Context: an optimization exercise on an open-source flow, tuned for small area. The choices shown serve that exercise and are no tape-out recipe.
Function was checked by simulation only, so behaviour that the tests miss may differ from the original.
The clock port is modelled as an ideal driver, which makes a skipped or thinned clock tree look cheaper than it is; a real chip needs a root buffer or a tree.
Power figures rest on the tool's default switching activity, not on a simulated workload.

// top
module top(
  input clk,
  input rst_n,
  input din_rx,
  output dout_tx_s1,
  output dout_tx_s2,
  output [31:0] addr_tx_s1,
  output [31:0] addr_tx_s2
    );
==> flow/config.mk <==
export PLATFORM = sky130hd
export DESIGN_NAME = top
export DESIGN_NICKNAME = top
export VERILOG_FILES = /design/flow/design.v
export SDC_FILE = /design/flow/constraint.sdc
export NUM_CORES = 4
export LEC_CHECK = 0
export CAP_MARGIN = 0
export CORE_MARGIN = 2
export CORE_UTILIZATION = 70
export PLACE_DENSITY = 0.9
export SLEW_MARGIN = 0
==> flow/constraint.sdc <==
create_clock -name core_clock -period 5.0 [get_ports {clk}]
set_input_delay 1.0000 -clock core_clock [delete_from_list [all_inputs] [get_ports {clk}]]
set_output_delay 1.0000 -clock core_clock [all_outputs]
set_load 0.01 [all_outputs]
standard.sh (not shown) runs the stock make flow with config.mk's settings and CLKGATE_MAP_FILE= SYNTH_SCRIPT=/design/flow/synth_recipe.tcl, a recipe that flattens the netlist after the stock synthesis.
==> flow/flow/run.sh <==
#!/bin/bash
# The standard layout (standard.sh) with these changes:
#  - after the standard synthesis, flow/resyn.sh re-maps its combinational
#    logic for area (flip-flops untouched, equivalence proven by Yosys);
#  - the port buffers are the smallest buffer cell;
#  - the clock tree is a single level of buffers built by flow/cts_pre.tcl;
#  - after the clock tree, cells with spare slack are shrunk (flow/cts_post.tcl).
set -euo pipefail
F=$(pwd)/flow
R=$(pwd)/orfs/results/$FLOW_PLATFORM/top/base
bash standard.sh synth > synth.log 2>&1
bash $F/resyn.sh $R $FLOW_HOME/platforms/$FLOW_PLATFORM > resyn.log 2>&1
rm -f $R/1_synth.odb $R/1_synth.sdc
MY_CTS_CELLS="sky130_fd_sc_hd__buf_12 sky130_fd_sc_hd__buf_12 sky130_fd_sc_hd__buf_12" bash standard.sh \
  "BUFFER_PORTS_ARGS=-buffer_cell sky130_fd_sc_hd__buf_1" \
  "PRE_CTS_TCL=$F/cts_pre.tcl" \
  "POST_CTS_TCL=$F/cts_post.tcl" \
  finish > layout.log 2>&1
==> flow/flow/area_s0.abc <==
strash
&get -n
&deepsyn -J 300 -S 0
&put
dch -f
amap
==> flow/flow/area_s12.abc <==
strash
&get -n
&deepsyn -J 300 -S 12
&put
dch -f
amap
==> flow/flow/area_s15.abc <==
strash
&get -n
&deepsyn -J 300 -S 15
&put
dch -f
amap
==> flow/flow/area_s3.abc <==
strash
&get -n
&deepsyn -J 300 -S 3
&put
dch -f
amap
==> flow/flow/cts_pre.tcl <==
set cts_cells $::env(MY_CTS_CELLS)
set cts_nbuf [llength $cts_cells]
set block [ord::get_db_block]
set db [ord::get_db]
set clknet [$block findNet clk]
set pts {}
foreach it [$clknet getITerms] {
  set inst [$it getInst]
  set box [$inst getBBox]
  lappend pts [list [expr {([$box xMin] + [$box xMax]) / 2.0}] [expr {([$box yMin] + [$box yMax]) / 2.0}] $it]
}
set n [llength $pts]
set sorted [lsort -real -index 0 $pts]
set cent {}
for {set g 0} {$g < $cts_nbuf} {incr g} {
  set e [lindex $sorted [expr {int(($g + 0.5) * $n / $cts_nbuf)}]]
  lappend cent [list [lindex $e 0] [lindex $e 1]]
}
set wsum 0
foreach c $cts_cells { set wsum [expr {$wsum + [lindex [split $c _] end]}] }
for {set g 0} {$g < $cts_nbuf} {incr g} {
  set capg($g) [expr {int(ceil(double($n) * [lindex [split [lindex $cts_cells $g] _] end] / $wsum))}]
}
for {set iter 0} {$iter < 50} {incr iter} {
  # balanced assignment: points in order of their best-distance, capped per cluster
  set cand {}
  foreach p $pts {
    for {set g 0} {$g < $cts_nbuf} {incr g} {
      set c [lindex $cent $g]
      lappend cand [list [expr {abs([lindex $p 0] - [lindex $c 0]) + abs([lindex $p 1] - [lindex $c 1])}] $g [lindex $p 2] [lindex $p 0] [lindex $p 1]]
    }
  }
  set cand [lsort -real -index 0 $cand]
  array unset asg
  array unset cnt
  for {set g 0} {$g < $cts_nbuf} {incr g} { set cnt($g) 0; set sx($g) 0.0; set sy($g) 0.0 }
  foreach c $cand {
    set it [lindex $c 2]
    if {[info exists asg($it)]} continue
    set g [lindex $c 1]
    if {$cnt($g) >= $capg($g)} continue
    set asg($it) $g
    incr cnt($g)
    set sx($g) [expr {$sx($g) + [lindex $c 3]}]
    set sy($g) [expr {$sy($g) + [lindex $c 4]}]
  }
  set cent {}
  for {set g 0} {$g < $cts_nbuf} {incr g} {
    lappend cent [list [expr {$sx($g) / max(1, $cnt($g))}] [expr {$sy($g) / max(1, $cnt($g))}]]
  }
}
for {set g 0} {$g < $cts_nbuf} {incr g} {
  set master [$db findMaster [lindex $cts_cells $g]]
  set inst [odb::dbInst_create $block $master "clkbuf_leaf_$g"]
  set net [odb::dbNet_create $block "clknet_leaf_$g"]
  $net setSigType CLOCK
  [$inst findITerm A] connect $clknet
  [$inst findITerm X] connect $net
  set c [lindex $cent $g]
  set w [$master getWidth]
  $inst setLocation [expr {int([lindex $c 0])}] [expr {int([lindex $c 1])}]
  $inst setPlacementStatus PLACED
  set gnet($g) $net
}
foreach p $pts {
  set it [lindex $p 2]
  $it disconnect
  $it connect $gnet($asg($it))
}
puts "my_cts: $n sinks in $cts_nbuf clusters of [array get cnt] driven by $cts_cells"
rename clock_tree_synthesis orfs_clock_tree_synthesis
proc clock_tree_synthesis {args} {
  set_propagated_clock [all_clocks]
}
Other scripts of this flow, unchanged in this note and not shown: flow/flow/area1.abc, flow/flow/cts_post.tcl, flow/flow/cutff.py, flow/flow/resyn.sh
Next try:
--- a/flow/flow/run.sh
+++ b/flow/flow/run.sh
@@ -13,3 +13,3 @@
 rm -f $R/1_synth.odb $R/1_synth.sdc
-MY_CTS_CELLS="sky130_fd_sc_hd__buf_12 sky130_fd_sc_hd__buf_12 sky130_fd_sc_hd__buf_12" bash standard.sh \
+MY_CTS_CELLS="sky130_fd_sc_hd__buf_8 sky130_fd_sc_hd__buf_8 sky130_fd_sc_hd__buf_8 sky130_fd_sc_hd__buf_6" bash standard.sh \
   "BUFFER_PORTS_ARGS=-buffer_cell sky130_fd_sc_hd__buf_1" \
==> flow/flow/area2.abc (new file) <==
strash
&get -n
&deepsyn -T 20
&put
dch -f
amap
==> flow/flow/area3.abc (new file) <==
strash
&get -n
&deepsyn -T 20 -S 3
&put
dch -f
amap
==> flow/flow/area4.abc (new file) <==
strash
&get -n
&deepsyn -T 20
&put
strash
dch -f
amap
topo
dnsize
removed: flow/flow/area_s0.abc
removed: flow/flow/area_s12.abc
removed: flow/flow/area_s15.abc
removed: flow/flow/area_s3.abc
After rerunning: The new run went through all stages and came out clean; sequential cell count stays the same; global-route usage goes down by 2.1 points; fmax goes up by a quarter to a third; combinational power goes up by well over a third; utilization goes up by 0.12 points; final area barely changes.
Next try:
--- a/flow/flow/run.sh
+++ b/flow/flow/run.sh
@@ -13,3 +13,3 @@
 rm -f $R/1_synth.odb $R/1_synth.sdc
-MY_CTS_CELLS="sky130_fd_sc_hd__buf_8 sky130_fd_sc_hd__buf_8 sky130_fd_sc_hd__buf_8 sky130_fd_sc_hd__buf_6" bash standard.sh \
+MY_CTS_CELLS="sky130_fd_sc_hd__buf_12 sky130_fd_sc_hd__buf_12 sky130_fd_sc_hd__buf_12" bash standard.sh \
   "BUFFER_PORTS_ARGS=-buffer_cell sky130_fd_sc_hd__buf_1" \
--- a/flow/config.mk
+++ b/flow/config.mk
@@ -9,4 +9,4 @@
 export CORE_MARGIN = 2
-export CORE_UTILIZATION = 70
-export PLACE_DENSITY = 0.9
+export CORE_UTILIZATION = 80
+export PLACE_DENSITY = 0.95
 export SLEW_MARGIN = 0
Effect:
- hold slack improved by 0.0037 ns
- clock skew came out higher by 0.0037 ns
- final area barely changes
In every run of this note, the design's own scripts or RTL, not TritonCTS, make the clock network.

## re-timing with driven ports
The results above use ideal ports. As a check the final layouts listed here were re-extracted and re-timed, cells and wires unchanged.
Step 1 sets driving cells, clkbuf_16 on the clock port and buf_2 on the other inputs (assumed; they add their load-dependent delay and slew).
Step 2 moves the port delays by t, midway between the first and last clock arrival at a register: inputs arrive t later, outputs are due t later. That takes back most of the time a late clock gives input paths.
a / b / c = no drivers / after step 1 / after step 2; a / b = the first two.
run	t, ns	slack for setup (ns)	slew at the worst register clock pin (ns)
the first run	0.195	1.745 / 1.788 / 1.593	0.10 / 0.10
the second run	0.201	2.425 / 2.356 / 2.331	0.11 / 0.11
the third run	0.205	1.128 / 1.128 / 1.128	0.11 / 0.11
After both steps setup and hold are still met in every run listed. The setup slack of the first run, which loses most, moves by +0.043 ns with the drivers and by -0.152 ns with both steps.
